What follows belongs to an exercise in optimizing a design on an open flow for small area and a short achievable clock period; a production flow would make more cautious choices. Function was checked by simulation only, so behaviour that the tests miss may differ from the original.

## flow/design.v (module list and top-level ports; edited modules follow where they fit)
// module fa: 4 lines
// module han: 4 lines
// module pgn: 4 lines
// module ha: 4 lines
// module bc_pn: 4 lines
// module bc_np: 4 lines
// module gc_pn: 3 lines
// module gc_np: 3 lines
// module xo2: 3 lines
// module xn2: 3 lines
// module iv: 3 lines
// module bpp: 4 lines
// module aoi222: 3 lines
// module aoi22: 3 lines
// module nd2: 3 lines
// module oai21: 3 lines
// module benc: 7 lines
// module bencm: 10 lines
// module nbenc: 5 lines
// module bencn: 10 lines
// module bit64: 14196 lines
// module mul64: 15 lines
module mul64(clk, a, b, p);
  // ...
==> flow/flow/run.sh <==
#!/bin/bash
# Layout flow: the standard ORFS flow (standard.sh) with ORFS's own knobs:
# - before floorplanning, flow/downsize.tcl puts every combinational cell at
#   its smallest drive strength (timing repair sizes up what needs it);
# - timing repair aims for a setup slack margin of 40.5 ns;
# - port buffers start as the smallest buffer (repair upsizes them as needed);
# - gate cloning is off.
# ORFS writes each tool's log under orfs/logs; this script's output goes to
# standard.log.
set -uo pipefail
export PRE_FLOORPLAN_TCL="$PWD/flow/downsize.tcl"
export SETUP_SLACK_MARGIN=40.5
export BUFFER_PORTS_ARGS="-buffer_cell sky130_fd_sc_hd__buf_1"
export SKIP_GATE_CLONING=1
bash standard.sh > standard.log 2>&1
==> flow/flow/downsize.tcl <==
# Before floorplanning: put every combinational cell at the smallest drive
# strength of its footprint (same function and pins); timing repair later
# sizes up the cells that need it. Registers keep the cell synthesis gave them.
set db [ord::get_db]
set smallest [dict create]
foreach lib [$db getLibs] {
  foreach m [$lib getMasters] {
    set n [$m getName]
    if {[regexp {^(sky130_fd_sc_hd__[a-z0-9]+)_(\d+)$} $n -> base drv]} {
      set a [expr {[$m getWidth] * [$m getHeight]}]
      if {![dict exists $smallest $base] || $a < [lindex [dict get $smallest $base] 1]} {
        dict set smallest $base [list $m $a]
      }
    }
  }
}
set nswap 0
foreach inst [[ord::get_db_block] getInsts] {
  set m [$inst getMaster]
  set n [$m getName]
  if {![regexp {^(sky130_fd_sc_hd__[a-z0-9]+)_(\d+)$} $n -> base drv]} continue
  if {[string match "sky130_fd_sc_hd__df*" $n] || [string match "*clk*" $n] || [string match "*conb*" $n]} continue
  if {![dict exists $smallest $base]} continue
  set sm [lindex [dict get $smallest $base] 0]
  if {$sm ne $m && [$sm getWidth] < [$m getWidth]} {
    if {[$inst swapMaster $sm]} { incr nswap }
  }
}
puts "downsize: swapped $nswap instances to their smallest size"
==> flow/standard.sh <==
#!/bin/bash
# synth_recipe.tcl (not shown) runs the flow's synth.tcl, then flattens the netlist and writes it again
# the make line also repeats each setting of config.mk as NAME=value (left out here)
make -C /OpenROAD-flow-scripts/flow DESIGN_CONFIG=/design/flow/config.mk WORK_HOME=/design/flow/orfs CLKGATE_MAP_FILE= SYNTH_SCRIPT=/design/flow/synth_recipe.tcl "${@:-finish}"
==> flow/config.mk <==
export PLATFORM = sky130hd
export DESIGN_NAME = mul64
export DESIGN_NICKNAME = mul64
export VERILOG_FILES = /design/flow/design.v
export SDC_FILE = /design/flow/constraint.sdc
export NUM_CORES = 8
export LEC_CHECK = 0
export CAP_MARGIN = 40
export CORE_MARGIN = 2
export CORE_UTILIZATION = 30
export PLACE_DENSITY = 0.35
export SLEW_MARGIN = 40
export SYNTH_HIERARCHICAL = 1
==> flow/constraint.sdc <==
create_clock -name core_clock -period 52.0 [get_ports {clk}]
set_input_delay 10.4000 -clock core_clock [delete_from_list [all_inputs] [get_ports {clk}]]
set_output_delay 10.4000 -clock core_clock [all_outputs]
set_load 0.01 [all_outputs]
==> reports/metrics.cfg, run 1 <==
[worst_setup_path]
crit_family = flip-flops
critPathMaxFanout = 1
r2r_end = p[79]$_DFF_P_
crit_path_end = p[94]

[final_layout]
design_area_um2 = 86300
largest_reg_flops = 128

[placement]
placedCellCount = 11000
place_ws_ns = 37.49

[routing]
dr.pass1.iters = 15
antenna_left = 0
dr.first_iter.drc_count = 20200
routed.top_layer = met5
route.detailed.drc = 0

[grt]
groute.usage.overall = 0.430
use_met3 = 0.146
antenna_found_initial = 39

[hold_path]
hold_start = a_q[63]$_DFF_P_
min_path_type = reg -> reg

[floorplan]
die_area_um2 = 251000
io_pins = 257
row_count = 182
core_um2 = 246000
die_w_um = 501

[flow_run]
drv_cap = 0

[sta]
slew_violations = 0
worstMarginPinSlew_ns = 0.981

[run_status]
outcome = finished clean

[clock_tree]
hold_buffers = 0
cts_buffers = 36

==> run 2: changes to the inputs <==
--- a/flow/config.mk
+++ b/flow/config.mk
@@ -7,7 +7,7 @@
 export LEC_CHECK = 0
 export CAP_MARGIN = 40
 export CORE_MARGIN = 2
-export CORE_UTILIZATION = 30
-export PLACE_DENSITY = 0.35
+export CORE_UTILIZATION = 35
+export PLACE_DENSITY = 0.42
 export SLEW_MARGIN = 40
 export SYNTH_HIERARCHICAL = 1
==> run 2 against run 1 <==
Compared with the run above:
- largest cell class unchanged
- first-iteration DRC count rose by 9.5%
- die area fell by 14%
==> reports/metrics.cfg, run 2 <==
[sta]
fin_hold_ws_ns = 0.810  ; was 0.843 ns
hold_viol_final = 0  ; unchanged
post-route-min-period_ns = 11.50  ; was 11.53 ns
fmax_mhz = 86.9  ; was 86.7 MHz
setup_violations = 0  ; unchanged
worstMarginPinSlew_ns = 1.00  ; was 0.981 ns
slew_violations = 0  ; unchanged
post-route-period-util = 0.221  ; was 0.222
finalSetupTns_ns = 0  ; unchanged
rsz0062_at_grt = true  ; unchanged
finClkSkew_ns = 0.0370  ; was 0.0333 ns
slew-limit-headroom = 0.331  ; was 0.346

[worst_setup_path]
crit_path_top_delay_cell = dfxtp_4  ; was dfxtp_2
cp-end-kind = output port  ; unchanged
crit_family = flip-flops  ; unchanged
cp.arrival_ns = 1.10  ; was 1.13 ns
crit_buf_inv = 1  ; unchanged
critPathMaxFanout = 1  ; unchanged
slowest_delay_ns = 0.35  ; was 0.36 ns
timing_worst_setup_path_type = reg -> out  ; unchanged
crit_chain = buf_6  ; unchanged
critPathLaunchType = flip-flop  ; unchanged
cp.required_ns = 41.60  ; about the same

[routing]
dr.pass1.iters = 22  ; was 15
route.detailed.drc = 0  ; unchanged
antenna_left = 0  ; unchanged
routed-via-count = 84900  ; was 83600
viasPerCell = 7.94  ; was 7.52
wl_per_cell_um = 48.7  ; was 50.4 um
dr.first_iter.drc_count = 22200  ; was 20200
wirelength_um = 521000  ; was 560000 um

[grt]
met2_usage = 0.665  ; was 0.636
groute.usage.overall = 0.463  ; was 0.430
antenna_found_initial = 37  ; was 39
use_met3 = 0.191  ; was 0.146
busiest_layer = met2  ; unchanged
grt_pass1_vias = 84900  ; was 85000
grt_remaining_overflow = 0  ; unchanged
grt_max_degree = 68  ; was 69
use_met1 = 0.541  ; was 0.511
grt_pass1_wl_um = 705000  ; was 748000 um

[clock_tree]
clock_path_buffers = 3  ; unchanged
hold_buffers = 0  ; unchanged
clkSinkCount = 256  ; unchanged
cts_buffers = 34  ; was 36
path_clk_slew_ns = 0.06  ; about the same
cts_tree = built  ; unchanged
insertion_delay_ns = 0.66  ; was 0.67 ns
cts_max_level = 2  ; unchanged
cts-root-buf = clkbuf_16  ; unchanged

[yosys]
yosysWarnings = 7  ; unchanged
syn_inst = 7278  ; unchanged

[hold_path]
min_path_type = reg -> reg  ; unchanged

[final_layout]
reg_top3 = p: 128 flops, a_q: 64 flops, b_q: 64 flops  ; unchanged
largest_reg_flops = 128  ; unchanged
nets = 9552  ; was 9574
final_layout_size_suffix_gt1_frac = 0.121  ; was 0.122
final_common_cell = o21ai_1  ; unchanged
nFillCells = 20900  ; was 25300
top_register = p  ; unchanged
final_cell_mix = 1414 x o21ai_1, 1384 x xor2_1, 1302 x a222oi_1  ; was 1412 x o21ai_1, 1387 x xor2_1, 1302 x a222oi_1
final_util = 0.406  ; was 0.351
fin_cells = 10700  ; was 11100

[flow_run]
drv_cap = 0  ; unchanged

[floorplan]
die-height_um = 464  ; was 501 um
core_um2 = 210000  ; was 246000 um2
io_pins = 257  ; unchanged
die_area_um2 = 216000  ; was 251000 um2
initial_core_util = 0.353  ; was 0.302
row_count = 168  ; was 182
die_w_um = 464  ; was 501 um

[run_status]
outcome = finished clean  ; unchanged

[placement]
io_buffers = 256  ; unchanged
globalplace.congestion = 1.02  ; was 0.957
dp_hpwl_um = 320000  ; was 341000 um
placedCellCount = 10600  ; was 11000

## run 2: stage by stage
stage	instance area (um2)	setup WS [ns]
after floorplan	74200	40.59
after global placement	82500	37.87
after detailed placement	82600	38.42
after CTS	84600	40.45
after global routing	85200	40.45
final	85300	40.50
## run 2: metal layers
metal	vias up	part of all wire
met3	2748	0.15
met1	42500	0.34
li1	30500	-
met2	9177	0.41
met5	-	0.00043
met4	28	0.10
## run 2: worst paths after layout
path / startpoint / endpoint / slack [ns] / cells past startpoint
setup / recovery: p[121]$_DFF_P_ / p[121] / 40.50 / 1
hold reg to reg: a_q[63]$_DFF_P_ / p[127]$_DFF_P_ / 0.81 / 3
hold / removal: a_q[63]$_DFF_P_ / p[127]$_DFF_P_ / 0.81 / 3
setup reg to reg: a_q[50]$_DFF_P_ / p[127]$_DFF_P_ / 40.61 / 36
## run 2: area by class of cell
cell class	count	area (um2)	share of cell area
Inverter	151	571	0.00669
Multi-Input combinational cell	6707	69100	0.811
Tap cell	2805	3510	0.0412
Sequential cell	256	5330	0.0625
Timing Repair Buffer	682	5450	0.0639
Clock buffer	50	1010	0.0119
Clock inverter	11	170	0.00200
Antenna cell	39	97.6	0.00114
## run 2: repair_timing
item                       in CTS  in global routing
setup buffers                   3                  8
pin swaps                       3                  5
gates resized for setup       274                117
setup endpoints to repair     201                116

what the ideal ports hide:
In the flow no input, the clock included, has a driving cell. The finished layouts below were timed again as built, in two steps.
Step 1 sets driving cells, clkbuf_16 on the clock port and buf_2 on the other inputs (assumed; they add their load-dependent delay and slew).
Step 2 adds t to the input delays and takes it off the output delays; t is the mean of the earliest and latest rising clock arrival at the registers after step 1. Input paths then give back, and output paths get back, about the clock's delay inside the block.
a / b / c = ideal ports / drivers / drivers and shift; a / b = the first two.
run	t, ns	setup slack, ns	hold WS [ns]
run 1	0.748	40.468 / 40.372 / 40.525	0.843 / 0.843 / 0.843
run 2	0.732	40.498 / 40.405 / 40.608	0.810 / 0.810 / 0.810
After both steps setup and hold are still met in every run listed.
